From an optimization exercise on the open Yosys and OpenROAD flow, aimed at small area; shortcuts taken in it are not production practice. The RTL was checked by simulation tests, not by an equivalence proof against the original design.

--- design.v ---
module kbd_controller (reset, clk_100MHz, ps2clk, ps2data, scancode, prevscancode);
  input        reset, clk_100MHz, ps2clk, ps2data;
  output [7:0] scancode, prevscancode;
  reg    [7:0] scancode, prevscancode;
  reg    [7:0] ps2clksamples;  
  always @(posedge clk_100MHz or posedge reset)
    if (reset) ps2clksamples <= 8'd0;
      else ps2clksamples <= {ps2clksamples[7:0], ps2clk};
  wire fall_edge;  
  assign fall_edge = (ps2clksamples[7:4] == 4'hF) & (ps2clksamples[3:0] == 4'h0);
  reg    [9:0] shift;    
  reg    [3:0] cnt;      
  reg          f0;       
  always @(posedge clk_100MHz or posedge reset)
    if (reset) 
      begin
        cnt    <= 4'd0;
        scancode <= 8'd0;
		prevscancode <= 8'd0;
        shift    <= 10'd0;
        f0       <= 1'b0;
      end  
     else if (fall_edge)
         begin
           if (cnt == 4'd10)  
             begin
               cnt <= 0;
               if ((shift[0] == 0) && (ps2data == 1) && (^shift[9:1]==1))  
                 begin
                   if (f0)  
                     begin
					   prevscancode <= scancode;
                       scancode <= shift[8:1];
                       f0 <= 0;
                     end
                    else if (shift[8:1] == 8'hF0) f0 <= 1'b1;
                 end  
             end
            else
             begin
               shift <= {ps2data, shift[9:1]};  
               cnt <= cnt+1;
             end
         end
endmodule
module vga_controller(
    input clk_100MHz,    
    input reset,         
    input [7:0] scan,
	input [7:0] prevscan,
    output hsync,        
    output vsync,        
    output reg [2:0] red,
	output reg [2:0] green,
	output reg [2:0] blue,
	output [9:0] x,      
	output p_tick,       
	output video_on,     
	output [9:0] y       
    );
    parameter HD = 640;              
    parameter HF = 48;               
    parameter HB = 16;               
    parameter HR = 96;               
    parameter HMAX = HD+HF+HB+HR-1;  
    parameter VD = 400;              
    parameter VF = 35;               
    parameter VB = 12;               
    parameter VR = 2;                
    parameter VMAX = VD+VF+VB+VR-1;  
	reg  [1:0] r_25MHz;
	wire w_25MHz;
	always @(posedge clk_100MHz or posedge reset)
		if(reset)
		  r_25MHz <= 0;
		else
		  r_25MHz <= r_25MHz + 1;
	assign w_25MHz = (r_25MHz == 0) ? 1 : 0;  
    reg [9:0] h_count_reg, h_count_next;
    reg [9:0] v_count_reg, v_count_next;
    reg v_sync_reg, h_sync_reg;
    wire v_sync_next, h_sync_next;
    always @(posedge clk_100MHz or posedge reset)
        if(reset) begin
            v_count_reg <= 0;
            h_count_reg <= 0;
            v_sync_reg  <= 1'b0;
            h_sync_reg  <= 1'b0;
        end
        else begin
            v_count_reg <= v_count_next;
            h_count_reg <= h_count_next;
            v_sync_reg  <= v_sync_next;
            h_sync_reg  <= h_sync_next;
        end
    always @(posedge clk_100MHz or posedge reset)    
        if(reset)
            h_count_next <= 0;
        else if(w_25MHz)
            if(h_count_reg == HMAX)                  
                h_count_next <= 0;
            else
                h_count_next <= h_count_reg + 1;
    always @(posedge clk_100MHz or posedge reset)    
        if(reset)
            v_count_next <= 0;
        else if(w_25MHz)
            if(h_count_reg == HMAX)                  
                if((v_count_reg == VMAX))            
                    v_count_next <= 0;
                else
                    v_count_next <= v_count_reg + 1;
    assign h_sync_next = ~(h_count_reg >= (HD+HB) && h_count_reg <= (HD+HB+HR-1));
    assign v_sync_next = (v_count_reg >= (VD+VB) && v_count_reg <= (VD+VB+VR-1));
    assign video_on = (h_count_reg < HD) && (v_count_reg < VD);  
	parameter Y_LINE1 = 280;
	parameter Y_LINE2 = 260;
	parameter Y_LINE3 = 240;
	parameter Y_LINE4 = 220;
	parameter Y_LINE5 = 200;
	parameter Y_C = 300;
	parameter Y_D = 290;
	parameter Y_E = 280;
	parameter Y_F = 270;
	parameter Y_G = 260;
	parameter Y_A = 250;
	parameter Y_B = 240;
	parameter Y_C5 = 230;
	parameter Y_D5 = 220;
	parameter Y_E5 = 210;
	parameter Y_F5 = 200;
	parameter Y_G5 = 190;
	parameter Y_A5 = 180;
	parameter Y_B5 = 170;
	parameter NOTE_X = 320; 
	parameter NOTE_RADIUS = 10;
	parameter STEM_HEIGHT = 25; 
	parameter FLAG_WIDTH = 10; 
	parameter FLAG_HEIGHT = 5; 
	parameter LEDGER_LINE_WIDTH = 20;
	wire [9:0] note_y;
	assign note_y = (scan == 8'h23 && prevscan != 8'h12) ? Y_C :	 
	                (scan == 8'h2D && prevscan != 8'h12) ? Y_D :	 
	                (scan == 8'h3A && prevscan != 8'h12) ? Y_E :	 
	                (scan == 8'h2B && prevscan != 8'h12) ? Y_F :	 
	                (scan == 8'h1B && prevscan != 8'h12) ? Y_G :	 
	                (scan == 8'h4B && prevscan != 8'h12) ? Y_A :	 
	                (scan == 8'h21 && prevscan != 8'h12) ? Y_B :	 
					(scan == 8'h23 && prevscan == 8'h12) ? Y_C5 :	 
	                (scan == 8'h2D && prevscan == 8'h12) ? Y_D5 :	 
	                (scan == 8'h3A && prevscan == 8'h12) ? Y_E5 :	 
	                (scan == 8'h2B && prevscan == 8'h12) ? Y_F5 :	 
	                (scan == 8'h1B && prevscan == 8'h12) ? Y_G5 :	 
	                (scan == 8'h4B && prevscan == 8'h12) ? Y_A5 :	 
	                (scan == 8'h21 && prevscan == 8'h12) ? Y_B5 :
					((scan == 8'h76 || scan == 8'h12) || scan == 8'h0D) ? 10'd630 : 10'd650; 
	always @(posedge clk_100MHz or posedge reset) begin    
			if (reset) begin
				red   <= 3'b000;
				green <= 3'b000;
				blue  <= 3'b000;
			end
			else if (!w_25MHz) begin
				red   <= red;
				green <= green;
				blue  <= blue;
			end
			else if (video_on && (note_y != 10'd650)) begin
				if (
				((h_count_reg - NOTE_X) * (h_count_reg - NOTE_X) + 
				 (v_count_reg - note_y) * (v_count_reg - note_y)) <= (NOTE_RADIUS * NOTE_RADIUS) ||
				((scan != 8'h21) && (h_count_reg >= (NOTE_X + 6)) && 
				 (h_count_reg <= (NOTE_X + 8)) && 
				 (v_count_reg <= note_y) && 
				 (v_count_reg >= (note_y - STEM_HEIGHT))) ||
				((scan != 8'h21) && (h_count_reg >= (NOTE_X + 8)) && 
				 (h_count_reg <= (NOTE_X + 8 + FLAG_WIDTH)) && 
				 (v_count_reg >= (note_y - STEM_HEIGHT)) && 
				 (v_count_reg <= (note_y - STEM_HEIGHT + FLAG_HEIGHT))) ||
				((scan == 8'h21) && (h_count_reg >= (NOTE_X + 6)) && 
				 (h_count_reg <= (NOTE_X + 8)) && 
				 (v_count_reg >= note_y) && 
				 (v_count_reg <= (note_y + STEM_HEIGHT))) ||
				((scan == 8'h21) && (h_count_reg >= (NOTE_X + 8)) && 
				 (h_count_reg <= (NOTE_X + 8 + FLAG_WIDTH)) && 
				 (v_count_reg <= (note_y + STEM_HEIGHT)) && 
				 (v_count_reg >= (note_y + STEM_HEIGHT - FLAG_HEIGHT))) ||
				((scan == 8'h23 && prevscan != 8'h12) && (h_count_reg >= (NOTE_X - LEDGER_LINE_WIDTH)) && 
				 (h_count_reg <= (NOTE_X + LEDGER_LINE_WIDTH)) && 
				 (v_count_reg == Y_C)) ||
				 (((scan == 8'h4B && prevscan == 8'h12) ||(scan == 8'h21 && prevscan == 8'h12)) && (h_count_reg >= (NOTE_X - LEDGER_LINE_WIDTH)) && 
				 (h_count_reg <= (NOTE_X + LEDGER_LINE_WIDTH)) && 
				 (v_count_reg == Y_A5))
				) 
				begin	           
		            case (note_y)
	                Y_C: begin   
	                    red   <= 3'd7;
	                    green <= 3'd0;
	                    blue  <= 3'd0;
	                end
	                Y_D: begin   
	                    red   <= 3'd7;
	                    green <= 3'd3;
	                    blue  <= 3'd0;
	                end
	                Y_E: begin   
	                    red   <= 3'd7;
	                    green <= 3'd7;
	                    blue  <= 3'd0;
	                end
	                Y_F: begin   
	                    red   <= 3'd0;
	                    green <= 3'd7;
	                    blue  <= 3'd0;
	                end
	                Y_G: begin   
	                    red   <= 3'd0;
	                    green <= 3'd0;
	                    blue  <= 3'd7;
	                end
	                Y_A: begin   
	                    red   <= 3'd4;
	                    green <= 3'd0;
	                    blue  <= 3'd7;
	                end
	                Y_B: begin   
	                    red   <= 3'd7;
	                    green <= 3'd2;
	                    blue  <= 3'd5;
	                end
					Y_C5: begin   
	                    red   <= 3'd4;
	                    green <= 3'd1;
	                    blue  <= 3'd3;
	                end
	                Y_D5: begin   
	                    red   <= 3'd3;
	                    green <= 3'd6;
	                    blue  <= 3'd4;
	                end
	                Y_E5: begin   
	                    red   <= 3'd2;
	                    green <= 3'd7;
	                    blue  <= 3'd6;
	                end
	                Y_F5: begin   
	                    red   <= 3'd1;
	                    green <= 3'd3;
	                    blue  <= 3'd2;
	                end
	                Y_G5: begin   
	                    red   <= 3'd3;
	                    green <= 3'd5;
	                    blue  <= 3'd2;
	                end
	                Y_A5: begin   
	                    red   <= 3'd4;
	                    green <= 3'd3;
	                    blue  <= 3'd3;
	                end
	                Y_B5: begin   
	                    red   <= 3'd2;
	                    green <= 3'd1;
	                    blue  <= 3'd4;
	                end
	                default: begin
	                    red   <= 3'd0;
	                    green <= 3'd0;
	                    blue  <= 3'd0;
	                end
					endcase
		        end 
				else if ((v_count_reg == Y_LINE1) || (v_count_reg == Y_LINE2) ||
		                    (v_count_reg == Y_LINE3) || (v_count_reg == Y_LINE4) || (v_count_reg == Y_LINE5)) begin
		            red   <= 3'd7;
		            green <= 3'd7;
		            blue  <= 3'd7;
		        end 
				else begin
		            red   <= 3'd0;
		            green <= 3'd0;
		            blue  <= 3'd0;
		        end
			end 
			else begin
		        red   <= 3'd0;
		        green <= 3'd0;
		        blue  <= 3'd0;
		    end
		end
    assign hsync  = h_sync_reg;
    assign vsync  = v_sync_reg;
    assign x      = h_count_reg;
    assign y      = v_count_reg;
    assign p_tick = w_25MHz;
endmodule
module sound_ctrl (
    input clk,          
    input reset,
	input [7:0] scan,   
    input [7:0] prevscan,
	output reg pwm_out,		 
	output [19:0] half_period
);
    reg [19:0] counter;
	reg count;
	reg tab_prev;       
	assign half_period = (scan == 8'h23 && prevscan != 8'h12) ? 382233 / 2 :	 
						 (scan == 8'h2D && prevscan != 8'h12) ? 340529 / 2 :	 
						 (scan == 8'h3A && prevscan != 8'h12) ? 303379 / 2 :	 
						 (scan == 8'h2B && prevscan != 8'h12) ? 286345 / 2 :	 
						 (scan == 8'h1B && prevscan != 8'h12) ? 255102 / 2 :	 
						 (scan == 8'h4B && prevscan != 8'h12) ? 227273 / 2 :	 
						 (scan == 8'h21 && prevscan != 8'h12) ? 202478 / 2 :	 
						 (scan == 8'h23 && prevscan == 8'h12) ? 191113 / 2 :	 
						 (scan == 8'h2D && prevscan == 8'h12) ? 170265 / 2 :	 
						 (scan == 8'h3A && prevscan == 8'h12) ? 151690 / 2 :	 
						 (scan == 8'h2B && prevscan == 8'h12) ? 143172 / 2 :	 
						 (scan == 8'h1B && prevscan == 8'h12) ? 127551 / 2 :	 
						 (scan == 8'h4B && prevscan == 8'h12) ? 113636 / 2 :	 
						 (scan == 8'h21 && prevscan == 8'h12) ? 101238 / 2 : 10'd0;
	always @(posedge clk or posedge reset) begin
		if (reset) begin
			count <= 1'b0;
			tab_prev <= 1'b0;
		end
		else begin
			tab_prev <= (scan == 8'h0D);
			if (scan == 8'h0D && !tab_prev)
				count <= ~count;
		end
	end
    always @(posedge clk or posedge reset) begin
		if (reset) begin
			counter <= 20'd0;
			pwm_out <= 1'b0;
		end
		else if (!count && half_period != 0) begin  
			if ((counter < half_period))
				counter <= counter + 1;
			else begin
				counter <= 0;
				pwm_out <= ~pwm_out;
			end
		end
		else begin
			pwm_out <= 0;  
		end
    end
endmodule
module tops(clk_100MHz, reset, ps2clk, ps2data, blue, green, red, hsync, vsync, pwm_out);
	input clk_100MHz, reset, ps2clk, ps2data;
	output [2:0] blue, green, red;
	output hsync, vsync, pwm_out;
	wire [7:0] character, prev_character;
	kbd_controller kbd (reset, clk_100MHz, ps2clk, ps2data, character, prev_character);
	vga_controller vga (.clk_100MHz(clk_100MHz), .reset(reset), .scan(character), .prevscan(prev_character),
	                    .hsync(hsync), .vsync(vsync), .red(red), .green(green), .blue(blue),
	                    .x(), .p_tick(), .video_on(), .y());
	sound_ctrl snd (.clk(clk_100MHz), .reset(reset), .scan(character), .prevscan(prev_character),
	                .pwm_out(pwm_out), .half_period());
endmodule
--- run.sh ---
#!/bin/bash
# synth_recipe.tcl (not shown) runs the flow's synth.tcl, then flattens the netlist and writes it again
# the make line also repeats each setting of config.mk as NAME=value (left out here)
make -C /OpenROAD-flow-scripts/flow DESIGN_CONFIG=/design/flow/config.mk WORK_HOME=/design/flow/orfs CLKGATE_MAP_FILE= SYNTH_SCRIPT=/design/flow/synth_recipe.tcl finish
--- config.mk ---
export PLATFORM = sky130hd
export DESIGN_NAME = tops
export DESIGN_NICKNAME = tops
export VERILOG_FILES = /design/flow/design.v
export SDC_FILE = /design/flow/constraint.sdc
export NUM_CORES = 4
export LEC_CHECK = 0
export CAP_MARGIN = 20
export CORE_MARGIN = 2
export CORE_UTILIZATION = 40
export SLEW_MARGIN = 20
--- constraint.sdc ---
create_clock -name core_clock -period 14.0 [get_ports {clk_100MHz}]
set_input_delay 2.8000 -clock core_clock [delete_from_list [all_inputs] [get_ports {clk_100MHz}]]
set_output_delay 2.8000 -clock core_clock [all_outputs]
set_load 0.01 [all_outputs]
==> flow_summary.yaml <==
outcome:
  status: "complete, no violations"
global_route:
  grt_max_degree: 75
  first_global_vias: 20400
  overflow: 0
  grt_pass1_wl_microns: 114000
  grt_usage_pct: 21.6
  antenna_found_initial: 1
place:
  port_buffers: 15
  routabilityCongestion: 0.953
  place_inst: 3599
  placedInstanceArea_sq_um: 27700
  dp_slack_ns: -0.0777
  place_hpwl_microns: 60500
power_and_ir_drop:
  p_total_mw: 0.788
  share_comb_of_total_power_pct: 1.5
  p_leak_nw: 14.4
  switching_share_pct: 20.8
  p_clk_share_pct: 55.8
  irDropWorstVdd_mv: 0.0803
  p_int_mw: 0.624
  p_seq_share_pct: 42.7
  switchingPower_mw: 0.164
  powerDensity_nw_per_um2: 27.6
clock_tree:
  clkLatencyLatePin_ns: 0.42
  htreeDepth: 4
  numClockSinks: 115
  cts_root_buf: "clkbuf_16"
  cts_buffers: 17
  clk_pin_slew_ns: 0.06
  clockBufferDepth: 2
  cts_tree: "done"
route:
  vias: 18900
  dr.pass1.iters: 5
  highest_layer: "met5"
  ant_nets: 0
  avgRoutedWirePerCell_microns: 19.1
  met2_length_microns: 33300
  wl_met3_microns: 3350
  wl_met1_microns: 30600
  drc: 0
  routed_via_density: 5.18
  drt-total-wl_microns: 69600
  first_iter_violations: 1059
sta:
  fin_hold_ws_ns: 0.365
  worstMarginPinSlew_ns: 1.02
  layout_worst_path_cycle_share_pct: 95.7
  setup_viol: 0
  drv_slew: 0
  slew_headroom_pct: 31.2
  min_period_ns: 13.40
  hold_violations: 0
  skew_ns: 0.00951
  setup_ws_ns: 0.599
  setup_tns_ns: 0
  fmax_ghz: 0.0746
critical_path:
  cp_top_family: "adder cells"
  crit_path_end: "vga.green[0]"
  crit_cells: 47
  reg2reg_setup_slack_ns: 0.60
  worstPathMaxFanout: 11
  cpMaxStageDelayCell: "fa_2"
  reg2reg_from: "kbd.scancode[7]"
  crit_path_end_kind: "flop"
  rr_worst_depth: 47
  startpoint_type: "flop"
  worst-path-buf-inv: 14
  r2r-end: "vga.green[0]"
  cp_common_cell: "fa_1"
  arrival_ns: 13.74
  path_class: "flop to flop"
  cpPeakStageDelay_ns: 0.67
  required_ns: 14.34
  critPathLaunch: "kbd.scancode[7]"
synth:
  syn_avg_cell_area_sq_um: 9.64
  synth_cell_types: 89
  ys_seq_area_share_pct: 10.9
  synth_edf_count: 0
  yosysTopAreaCellShare_pct: 38.7
  synth_area_sq_um: 26300
  yosys-top-cells-area: "fa_1, ha_1, dfrtp_1"
  synthCells: 2728
  yosysTopAreaCell: "fa_1"
  synth-async-reset-ratio_pct: 100
  ys_ff_latch: 115
  yosysWarnings: 3
  yosys_most_used_dff: "dfrtp_1"
cells_and_area:
  fin_cells: 3642
  drive_gt1_share_pct: 6.16
  regArea_sq_um: 2880
  final_core_utilization_pct: 43.6
  multi_input_area_sq_um: 20900
  fin_area_sq_um: 28500
  diodes: 0
  mostFrequentLayoutCells: "inv_1, fa_1, ha_1"
  final_common_cell: "inv_1"
  final_nets: 3594
  syn_to_final_growth_pct: 8.49
  largest_reg_flops: 20
  fillCellCount: 6395
  largest-register: "snd.counter"
hold_path:
  min_path_type: "flop to flop"
  hp-start: "vga.v_count_next[5]"
die:
  die_area_sq_um: 67800
  io_pins: 16
  start_util_pct: 40.2
  rows: 94
  die_h_microns: 260
  core_sq_um: 65400
  die_w_microns: 260
job:
  drv_cap: 0
[power groups by stage]
stage	Combinational (mW)	Clock (mW)	Sequential (mW)
after floorplan	0.00846	0	0.341
after global placement	0.0115	0	0.342
after detailed placement	0.0120	0	0.342
after CTS	0.0120	0.448	0.336
after global routing	0.0145	0.465	0.336
final	0.0121	0.440	0.336
[how the worst min path moves through the flow]
stage / to / slack, ns / cells after the start
final: vga.v_count_reg[5] / 0.37 / 0
after global routing: vga.v_count_reg[5] / 0.36 / 0
after floorplan: kbd.ps2clksamples[3] / 0.35 / 0
after CTS: vga.v_count_reg[5] / 0.36 / 0
after detailed placement: kbd.ps2clksamples[2] / 0.36 / 0
after global placement: kbd.ps2clksamples[4] / 0.35 / 0
[synthesized netlist by cell type (5+ instances only)]
cell      instances
a211o_1          10
a211oi_1         14
a21o_1           30
a21oi_1          66
a31oi_1          13
a32oi_1           6
and2_1           25
and3_1           27
and4_1            5
buf_2            10
clkbuf_1         59
clkinv_1          7
dfrtp_1         115
fa_1            508
ha_1            315
inv_1           648
mux2_2           24
mux2i_1           5
nand2_1         144
nand2b_1         31
nand3_1          35
nand4_1          36
nor2_1          126
nor2b_1          25
nor3_1           34
nor3b_1           8
nor4_1            8
nor4b_1           6
o211ai_1         14
o21a_1           12
o21ai_0          63
o21ai_1          36
o21bai_1          6
o221ai_1          5
o22ai_1          13
o31ai_1          11
or2_2             8
or3_1            11
or4_1             6
xnor2_1          83
xor2_1           32
[logic make-up after synthesis]
logic type | share of synthesized area [%]
buffers and inverters | 10.5
and+or+nand+nor | 10.8
DFF | 10.9
other | 0.0286
AOI/OAI and AO/OA | 8.95
adders and majority gates | 53.6
muxes | 1.22
xor gates and xnor gates | 3.91
[per-layer routing]
metal / vias to the layer above / GRT usage [%]
li1: 8704 / -
met1: 9562 / 29.5
met2: 483 / 35.6
met3: 121 / 3.14
met4: 2 / 6.62
met5: - / 0
[layout make-up]
cell class / instances / area share [%]
Inverter: 657 / 8.68
Tap cell: 864 / 3.79
Sequential cell: 115 / 10.1
Timing Repair Buffer: 77 / 2.20
Clock inverter: 10 / 0.465
Multi-Input combinational cell: 1899 / 73.2
Clock buffer: 20 / 1.60
[what timing repair did]
item	CTS	global route
pin swaps	0	7
setup endpoints to repair	8	9
hold buffers	0	0
buffers inserted	0	12
resized for setup	3	38
hold endpoints to repair	0	0

## afterwards: timing with drivers on the ports
No port has a modelled driver above. Below, the same layout with a new extraction and two added sets of constraints. Step 1: set_driving_cell puts a clkbuf_16 on clk_100MHz and a buf_2 on each other input, an assumption about the parent block. Step 2 also shifts input and output timing later by t, the mid clock arrival at the registers, as if the neighbouring blocks saw the same clock. Slacks: ideal / step 1 / step 2; pairs: ideal / step 1.
shift t [ns]: 0.460
setup WS [ns]: 0.599 / 0.599 / 0.599
worst setup path after step 2: register to register
After both steps setup and hold are still met in this run. The setup slack of this run moves by 0.000 ns with the drivers and by 0.000 ns with both steps.
